Source: an optimization exercise on an open RTL-to-GDS flow (aim: small area, a short achievable clock period and few clock cycles). Production flows keep margins and buffers that such runs may drop. RTL that was checked went through simulation tests only; none was proved equivalent to the original. Only the layout flow was run in run 1; the RTL was not checked for function there. The clock port is modelled as an ideal driver; clocking choices that lean on that would not hold on a real chip.

==> flow/design.v, too long to show whole: its modules and the start of the top module <==
// module fa: 4 lines
// module inc5: 367 lines
// module addr3_27: 159 lines
// module addr3_29: 175 lines
// module add131: 1047 lines
// module add128: 1030 lines
// module addc0: 183 lines
// module carrycx: 40 lines
// module poly1305: 3119 lines
module poly1305(
  input rst_ni,
  input clk,
  input [127:0] r,
  input [127:0] s,
  input [127:0] m,
  input fb,
  input ld,
  input first,
  output [127:0] p,
  output rdy);
  // ...
==> flow/flow/run.sh <==
#!/bin/bash
# Standard layout (standard.sh), with these changes to how it is made:
#  - the port buffers are sky130_fd_sc_hd__buf_2 cells (every port is still buffered);
#  - extra setup repair passes (repair_timing) after placement and after CTS;
#  - in those passes, delay cells (clkdlybuf4s*, dlygate*, dlymetal*) left as buffers by
#    earlier repair steps are swapped for sky130_fd_sc_hd__buf_2.
# Each tool's full output goes to its own log in this folder.
set -euo pipefail
R=orfs/results/sky130hd/poly1305/base
MARGIN=${REPAIR_MARGIN:-7}
export BUFFER_PORTS_ARGS="-buffer_cell sky130_fd_sc_hd__buf_2"
bash standard.sh synth > 1_synth.log 2>&1
bash standard.sh floorplan > 2_floorplan.log 2>&1
bash standard.sh place > 3_place.log 2>&1
STAGE_ODB=$R/3_place.odb STAGE_SDC=$R/3_place.sdc MARGIN=$MARGIN PAD=1 \
  openroad -exit -no_init flow/repair.tcl > 3_extra_repair.log 2>&1
bash standard.sh cts > 4_cts.log 2>&1
STAGE_ODB=$R/4_cts.odb STAGE_SDC=$R/4_cts.sdc MARGIN=$MARGIN PAD=1 PROPAGATED=1 \
  openroad -exit -no_init flow/repair.tcl > 4_extra_repair.log 2>&1
bash standard.sh finish > 5_finish.log 2>&1
==> flow/flow/repair.tcl <==
# Extra setup repair on a placed (or clock-tree) database, then re-legalize.
# env: STAGE_ODB, STAGE_SDC, MARGIN, PAD
read_liberty $::env(FLOW_HOME)/platforms/sky130hd/lib/sky130_fd_sc_hd__tt_025C_1v80.lib
read_db $::env(STAGE_ODB)
read_sdc $::env(STAGE_SDC)
source $::env(FLOW_HOME)/platforms/sky130hd/setRC.tcl
if {[info exists ::env(PROPAGATED)]} { set_propagated_clock [all_clocks] }
set_dont_use [list sky130_fd_sc_hd__probe_p_8 sky130_fd_sc_hd__probec_p_8 sky130_fd_sc_hd__lpflow_* sky130_fd_sc_hd__clkdlybuf4s* sky130_fd_sc_hd__dlygate* sky130_fd_sc_hd__dlymetal*]
# swap delay-cell buffers left by earlier repair steps for plain buffers
set nswap 0
foreach inst [[ord::get_db_block] getInsts] {
  set m [[$inst getMaster] getName]
  if {[string match "sky130_fd_sc_hd__clkdlybuf4s*" $m] || [string match "sky130_fd_sc_hd__dlygate*" $m] || [string match "sky130_fd_sc_hd__dlymetal*" $m]} {
    replace_cell [get_cells [$inst getName]] sky130_fd_sc_hd__buf_2
    incr nswap
  }
}
puts "swapped $nswap delay cells"
estimate_parasitics -placement
report_worst_slack
report_design_area
repair_timing -setup -setup_margin $::env(MARGIN) -verbose
if {[info exists ::env(PROPAGATED)]} { repair_timing -hold -hold_margin 0.05 -verbose }
set_placement_padding -global -left $::env(PAD) -right $::env(PAD)
detailed_placement
check_placement -verbose
estimate_parasitics -placement
report_worst_slack
report_design_area
write_db $::env(STAGE_ODB)
==> flow/standard.sh <==
#!/bin/bash
# synth_recipe.tcl (not shown) runs the flow's synth.tcl, then flattens the netlist and writes it again
# the make line also repeats each setting of config.mk as NAME=value (left out here)
make -C /OpenROAD-flow-scripts/flow DESIGN_CONFIG=/design/flow/config.mk WORK_HOME=/design/flow/orfs CLKGATE_MAP_FILE= SYNTH_SCRIPT=/design/flow/synth_recipe.tcl "${@:-finish}"
==> flow/config.mk <==
export PLATFORM = sky130hd
export DESIGN_NAME = poly1305
export DESIGN_NICKNAME = poly1305
export VERILOG_FILES = /design/flow/design.v
export SDC_FILE = /design/flow/constraint.sdc
export NUM_CORES = 8
export LEC_CHECK = 0
export CAP_MARGIN = 20
export CELL_PAD_IN_SITES_DETAIL_PLACEMENT = 1
export CELL_PAD_IN_SITES_GLOBAL_PLACEMENT = 1
export CORE_MARGIN = 2
export CORE_UTILIZATION = 30
export GPL_ROUTABILITY_DRIVEN = 1
export PLACE_DENSITY = 0.45
export SETUP_SLACK_MARGIN = 5
export SLEW_MARGIN = 30
export SYNTH_HIERARCHICAL = 1
==> flow/constraint.sdc <==
create_clock -name core_clock -period 12.0 [get_ports {clk}]
set_input_delay 2.4000 -clock core_clock [delete_from_list [all_inputs] [get_ports {clk}]]
set_output_delay 2.4000 -clock core_clock [all_outputs]
set_load 0.01 [all_outputs]
==> results.ini, run 1 <==
[worst_setup_path]
critical_path_required_ps=12750
critPathMaxStageDelay_ps=720
crit_buf_inv=2
crit_chain=clkinv_1 -> buf_4 -> a222oi_1 -> fa_1 -> fa_1 -> fa_1 -> fa_1 -> fa_1
worstReg2RegEnd=HcN[51]

[hold_path]
hp-class=reg2reg
hp-start=it[3]

[global_route]
grt_max_degree=138
track_usage=0.323

[clocking]
clock-root-buffer=clkbuf_16
cts.htree.levels=4

[finish]
nNonClkInverters=369
utilization=0.338
nMultiInputCombCells=8083
nNetsFinal=13000
seq_cell_count=878
largestClassByArea=multi-input combinational cells
final_common_cell=fa_1
multi_input_area_mm2=0.0825

[outcome]
status=complete, no violations

[run]
drv_cap=0

[floorplanning]
die_w_um=599

[routing]
drtIter0Drc=16700
wl_met3_um=56100
routedWlPerCell_um=39.1
drc=0

[placed_design]
port_buffers=495

[synth]
yosysWarningCount=7

[timing]
drv_slew=0

==> inputs of run 2 (changes only) <==
--- a/flow/design.v
+++ b/flow/design.v
@@ -3049,24 +3049,26 @@
   assign rc3[97] = 1'b0;
   assign rc3[126] = 1'b0;
   assign rc3[127] = 1'b0;
   assign rc3[128] = 1'b0;
   assign rc3[129] = 1'b0;
   reg idle;             
   reg [K-1:0] it;       
   reg f1, f1b, f2, done;
+  reg it0n;             
   wire load = idle | done;
   wire iter = |it;
   always @(posedge clk or negedge rst_ni) begin
     if (!rst_ni) begin
-      idle <= 1'b1; it <= '0; f1 <= 1'b0; f1b <= 1'b0; f2 <= 1'b0; done <= 1'b0;
+      idle <= 1'b1; it0n <= 1'b1; it <= '0; f1 <= 1'b0; f1b <= 1'b0; f2 <= 1'b0; done <= 1'b0;
     end else begin
       idle <= (idle & ~ld) | done;
       it <= {it[K-2:0], idle & ld};
+      it0n <= ~(idle & ld);
       f1 <= it[K-1];
       f1b <= f1;
       f2 <= f1b & cX;
       done <= f2 | (f1b & ~cX);
     end
   end
   assign rdy = done;
   reg [NB-1:0] A;           
@@ -3079,17 +3081,17 @@
   reg [1:0] ca;             
   reg first_r;              
   reg [W:0] apre;           
   reg c5r;                  
   reg [123:0] HsN, HcN;    
   reg [W-1:0] LsN, LcN;     
   reg cl;                   
   wire [123:0] HsI = HsN | {124{it[0]}};
-  wire [123:0] HcI = HcN | {124{it[0]}};
+  wire [123:0] HcI = HcN | {124{~it0n}};    
   wire clN = ~cl;
   wire [NB-1:0] AN = ~A;
   assign p = M;
   wire [W:0] c0s;
   wire c0co;
   addc0 u_c0 (.a({1'b0, m[W-1:0]}), .b(first ? {(W+1){1'b0}} : apre), .ci(1'b0), .s(c0s), .co(c0co));
   wire [W+1:0] chunk0 = {c0co, c0s};
   wire [W:0] chunk1a = {1'b0, M[W-1:0]} + {1'b0, first_r ? {W{1'b0}} : A[2*W-1:W]} + {{W{1'b0}}, ca[0]};
==> results.ini, run 2 <==
[worst_setup_path]
cp.arrival_ps=5740  ; was 5940 ps
crit_type=reg2reg  ; unchanged
slowest_stage=or4_1  ; was a222oi_1
critPathMaxStageDelay_ps=530  ; was 720 ps
worstReg2RegEnd=M[78]  ; was HcN[51]
r2r_cells=17  ; was 8
cp-startpoint=R[56]  ; was D2N[2]
reg2reg_slack_ps=6950  ; was 6810 ps
critical_path_required_ps=12690  ; was 12750 ps
crit_path_end=M[78]  ; was HcN[51]
cp-start-kind=flop  ; unchanged
critPathMaxFanout=23  ; was 40
worstSetupEndpointType=flop  ; unchanged
crit_chain=buf_6 -> fa_1 -> ha_1 -> and4_1 -> and2_1 -> nand3_2 -> or4_1 -> a21oi_1 -> nor3_4 -> buf_8 -> buf_2 -> buf_2 -> o21ai_2 -> a21oi_1 -> or4b_1 -> o2111ai_1 -> a21oi_1  ; was clkinv_1 -> buf_4 -> a222oi_1 -> fa_1 -> fa_1 -> fa_1 -> fa_1 -> fa_1
r2r-start=R[56]  ; was D2N[2]
cpMostUsedCell=a21oi_1  ; was fa_1

[clocking]
clkSinkCount=879  ; was 878
clockBufferDepth=4  ; unchanged
cts_buffers=139  ; unchanged
post_cts_resized=0  ; unchanged
clock_latency_ps=890  ; was 900 ps
post-cts-setup-buffers=0  ; unchanged
clk_pin_slew_worst_paths_ps=50  ; was 60 ps
cts_hold_buf=0  ; unchanged
cts_tree=yes  ; unchanged
clock-root-buffer=clkbuf_16  ; unchanged
cts.htree.levels=4  ; unchanged

[finish]
layout-drive-gt1-share=0.138  ; was 0.148
final_common_cell=fa_1  ; unchanged
reg_top3=A x132, M x128, HsN x124  ; unchanged
utilization=0.338  ; about the same
largest_register_ffs=132  ; unchanged
area.growth.synth_to_final_pct=12.4  ; was 12.2%
largest_register=A  ; unchanged
nNetsFinal=13000  ; about the same
layout_common_cells=fa_1 (1865), a222oi_1 (1122), nand2_1 (866)  ; was fa_1 (1866), a222oi_1 (1122), nand2_1 (858)

[timing]
fmax_ghz=0.198  ; was 0.193 GHz
skew_ps=52.5  ; was 55.8 ps
worst_pin_slew_ps=1130  ; was 1210 ps
finalSetupViolCount=0  ; unchanged
drv_slew=0  ; unchanged
hold_viol=0  ; unchanged
slew_headroom=0.246  ; was 0.186
rsz0062_at_grt=no  ; unchanged
tns_ps=0  ; unchanged
finalCritPeriodShare=0.421  ; was 0.432
min_period_ps=5050  ; was 5190 ps

[routing]
ant_nets=0  ; unchanged
routedWlPerCell_um=39.2  ; was 39.1 um
dr.pass1.iters=14  ; unchanged
vias=94900  ; was 95000
drtIter0Drc=17800  ; was 16700
wl_um=593000  ; was 591000 um
drc=0  ; unchanged
via_per_inst=6.27  ; was 6.29

[outcome]
status=complete, no violations  ; unchanged

[global_route]
grt_pass1_vias=102000  ; was 101000
grt_pass1_wl_um=822000  ; was 817000 um
grt_max_degree=144  ; was 138
grt.overflow.total=0  ; unchanged
antenna_found_initial=23  ; was 35
track_usage=0.325  ; was 0.323

[floorplanning]
die_h_um=598  ; was 599 um
start_util=0.301  ; about the same
io_pins=518  ; unchanged
rows=218  ; unchanged
die_w_um=598  ; was 599 um
die_area_mm2=0.358  ; was 0.359 mm2
core_mm2=0.352  ; about the same

[synth]
avgSynthCellArea_um2=10.4  ; about the same
synth_area_mm2=0.106  ; about the same
synthCells=10200  ; about the same
yosysWarningCount=7  ; unchanged

[hold_path]
hp-class=reg2reg  ; unchanged

[placed_design]
gp_congestion=0.945  ; was 0.954
port_buffers=495  ; unchanged
dpl.hpwl_um=438000  ; about the same

[run]
drv_cap=0  ; unchanged

[run 2: area by class of cell]
| class | count | area [um2] |
|---|---|---|
| tap | 4730 | 5920 |
| multi-input combinational | 8085 | 82500 |
| clock buffer | 187 | 4020 |
| antenna | 11 | 27.5 |
| clock inverter | 61 | 662 |
| inverter | 367 | 1400 |
| fill | 39000 | 233000 |
| timing repair buffer | 812 | 5090 |
| sequential | 879 | 19500 |
[run 2: how the worst min path moves through the flow]
stage / slack, ps / depth (start not counted) / to / from
finish: 370 / 0 / it[5] / it[4]
CTS: 380 / 0 / it[5] / it[4]
floorplan: 350 / 0 / f1 / it[5]
global route: 390 / 0 / it[5] / it[4]
global placement: 360 / 0 / it[5] / it[4]
detailed placement: 360 / 0 / it[5] / it[4]
[run 2: layer usage]
layer | GRT usage | up-vias | share of wire | wire length [um]
met3 | 0.0740 | 1251 | 0.095 | 56300
met2 | 0.510 | 5766 | 0.45 | 266000
met5 | 0.000535 | - | 0.000078 | 46
met1 | 0.420 | 49700 | 0.40 | 235000
met4 | 0.164 | 6 | 0.060 | 35400
li1 | - | 38100 | - | -
[run 2: per-stage QoR]
step	hold WS [ps]	instance area (um2)	std cells	setup slack, ps
global route	389	119000	15100	6780
floorplan	354	106000	10300	6990
detailed placement	364	113000	14800	5080
CTS	377	119000	15100	6770
finish	374	119000	15100	6950
global placement	360	113000	14800	5130
[run 2: worst max-delay path, delay by kind of cell (launching register included)]
family	cells	cell delay (ps)
and+or+nand+nor	6	1840
adders and majority gates	2	890
buffers and inverters	4	810
DFF	1	320
AOI/OAI and AO/OA	5	900
Testbench counts of run 2, summed over its fixed seeds: cycles 5,124.
==> inputs of run 3 (changes only) <==
--- a/flow/flow/run.sh
+++ b/flow/flow/run.sh
@@ -9,3 +9,3 @@
 R=orfs/results/sky130hd/poly1305/base
-MARGIN=${REPAIR_MARGIN:-7}
+MARGIN=${REPAIR_MARGIN:-7.3}
 export BUFFER_PORTS_ARGS="-buffer_cell sky130_fd_sc_hd__buf_2"
==> results.ini, run 3 <==
[outcome]
status=complete, no violations  ; unchanged

[floorplanning]
start_util=0.301  ; unchanged
die_h_um=598  ; unchanged
io_pins=518  ; unchanged
die_w_um=598  ; unchanged
core_mm2=0.352  ; unchanged
die_area_mm2=0.358  ; unchanged
rows=218  ; unchanged

[clocking]
cts_hold_buf=0  ; unchanged
clock_latency_ps=890  ; about the same
clock-root-buffer=clkbuf_16  ; unchanged
cts_tree=yes  ; unchanged
clockBufferDepth=4  ; unchanged
post_cts_resized=0  ; unchanged
cts_buffers=139  ; unchanged
clk_pin_slew_worst_paths_ps=50  ; about the same
clkSinkCount=879  ; unchanged
cts.htree.levels=4  ; unchanged
post-cts-setup-buffers=0  ; unchanged

[hold_path]
hp-class=reg2reg  ; unchanged
hp-start=it[4]  ; unchanged
holdPathEnd=it[5]  ; unchanged
hold_depth=0  ; unchanged

[global_route]
grt_pass1_wl_um=831000  ; was 822000 um
track_usage=0.329  ; was 0.325
grt_max_degree=144  ; unchanged
antenna_found_initial=26  ; was 23
grt_pass1_vias=103000  ; was 102000
grt.overflow.total=0  ; unchanged

[worst_setup_path]
r2r-start=D1N[3]  ; was R[56]
cp.arrival_ps=5630  ; was 5740 ps
worstSetupEndpointType=flop  ; unchanged
r2r_cells=8  ; was 17
crit_chain=clkinv_1 -> buf_4 -> a222oi_1 -> fa_1 -> fa_1 -> fa_1 -> fa_1 -> fa_1  ; was buf_6 -> fa_1 -> ha_1 -> and4_1 -> and2_1 -> nand3_2 -> or4_1 -> a21oi_1 -> nor3_4 -> buf_8 -> buf_2 -> buf_2 -> o21ai_2 -> a21oi_1 -> or4b_1 -> o2111ai_1 -> a21oi_1
critPathMaxFanout=42  ; was 23
cp-start-kind=flop  ; unchanged
worstReg2RegEnd=HcN[53]  ; was M[78]
cpMostUsedCell=fa_1  ; was a21oi_1
critPathMaxStageDelay_ps=670  ; was 530 ps
crit_type=reg2reg  ; unchanged
reg2reg_slack_ps=7100  ; was 6950 ps
slowest_stage=a222oi_1  ; was or4_1
critical_path_required_ps=12730  ; was 12690 ps

[routing]
routed.top_layer=met5  ; unchanged
ant_nets=0  ; unchanged
via_per_inst=6.28  ; was 6.27
drc=0  ; unchanged
drt-met1-wl_um=236000  ; was 235000 um
routedWlPerCell_um=39.4  ; was 39.2 um
dr_wl_met2_um=269000  ; was 266000 um
dr.pass1.iters=15  ; was 14
wl_um=600000  ; was 593000 um
wl_met3_um=58900  ; was 56300 um
drtIter0Drc=17700  ; was 17800
vias=95600  ; was 94900

[placed_design]
gp_congestion=0.945  ; unchanged
dp.cells=14800  ; unchanged
dpl.hpwl_um=438000  ; unchanged
port_buffers=495  ; unchanged

[synth]
synthCells=10200  ; unchanged
yosysWarningCount=7  ; unchanged
avgSynthCellArea_um2=10.4  ; unchanged
synth_area_mm2=0.106  ; unchanged

[finish]
area.growth.synth_to_final_pct=14.2  ; was 12.4%
seq_area_mm2=0.0196  ; was 0.0195 mm2
nFillCells=38900  ; was 39000
final_common_cell=fa_1  ; unchanged
layout-drive-gt1-share=0.153  ; was 0.138
nNetsFinal=13100  ; was 13000
final_cells=15200  ; was 15100
largest_register_ffs=132  ; unchanged
multi_input_area_mm2=0.0831  ; was 0.0825 mm2
reg_top3=A x132, M x128, HsN x124  ; unchanged
layout_common_cells=fa_1 (1863), a222oi_1 (1122), nand2_1 (864)  ; was fa_1 (1865), a222oi_1 (1122), nand2_1 (866)
largest_register=A  ; unchanged

[timing]
slew_headroom=0.238  ; was 0.246
worst_pin_slew_ps=1130  ; about the same
hold_viol=0  ; unchanged
rsz0062_at_grt=no  ; unchanged
finalSetupViolCount=0  ; unchanged
tns_ps=0  ; unchanged
min_period_ps=4900  ; was 5050 ps
drv_slew=0  ; unchanged
fmax_ghz=0.204  ; was 0.198 GHz
finalCritPeriodShare=0.408  ; was 0.421
skew_ps=49.2  ; was 52.5 ps

[run]
drv_cap=0  ; unchanged

run 3: worst max-delay path: cells and delay by family (launching register included):
| family | cells | cell delay (ps) |
|---|---|---|
| adder cells (fa/ha/maj) | 5 | 2440 |
| buffers and inverters | 2 | 1120 |
| AO/OA/AOI/OAI | 1 | 670 |
| flip-flops | 1 | 320 |
run 3: layer usage:
layer,track usage,up-vias
met5,0.000535,-
met4,0.170,4
met3,0.0799,1283
met2,0.514,5925
met1,0.422,50100
li1,-,38300
run 3: through the flow:
| step | utilization | setup slack, ps | hold WS, ps | cell area (um2) |
|---|---|---|---|---|
| CTS | 0.341 | 6770 | 377 | 120000 |
| detailed placement | 0.322 | 5080 | 364 | 113000 |
| global placement | 0.322 | 5130 | 360 | 113000 |
| floorplan | - | 6990 | 354 | 106000 |
| finish | 0.344 | 7100 | 374 | 121000 |
| global route | 0.344 | 6820 | 389 | 121000 |
run 3: cell type report:
| type | instances | share of cell area |
|---|---|---|
| inverters | 367 | 0.0117 |
| repair buffers | 905 | 0.0521 |
| well taps | 4730 | 0.0489 |
| diodes | 11 | 0.000227 |
| multi-input cells | 8085 | 0.686 |
| clock buffers | 188 | 0.0332 |
| clock inverters | 61 | 0.00547 |
| flip-flops and latches | 879 | 0.162 |
run 3: worst max path at each step:
stage	startpoint	endpoint	slack [ps]	cells past startpoint
after global routing	A[5]	A[14]	6820	33
after CTS	A[0]	A[14]	6770	34
final	D1N[3]	HcN[53]	7100	8
after global placement	R[77]	M[127]	5130	16
after floorplan	first	D1[10]	6990	13
after detailed placement	M[78]	M[127]	5080	15

## separate check: timing with driven ports
The results above use ideal ports. As a check the final layouts listed here were re-extracted and re-timed, cells and wires unchanged. Step 1: set_driving_cell puts a clkbuf_16 on clk and a buf_2 on each other input, an assumption about the parent block. Step 2 moves the port delays by t, midway between the first and last clock arrival at a register: inputs arrive t later, outputs are due t later. That takes back most of the time a late clock gives input paths. Slacks: no drivers / after step 1 / after step 2; pairs: no drivers / after step 1.
| run | t (ns) | setup slack, ns | clock arrival spread, ns |
|---|---|---|---|
| run 1 | 0.977 | 6.812 / 6.812 / 6.812 | 0.056 / 0.055 |
| run 2 | 0.964 | 6.950 / 6.950 / 6.647 | 0.053 / 0.053 |
| run 3 | 0.970 | 7.100 / 7.100 / 6.602 | 0.050 / 0.050 |
After both steps every run listed still meets setup and hold. The setup slack of run 3, which loses most, moves by 0.000 ns with the drivers and by -0.498 ns with both steps.
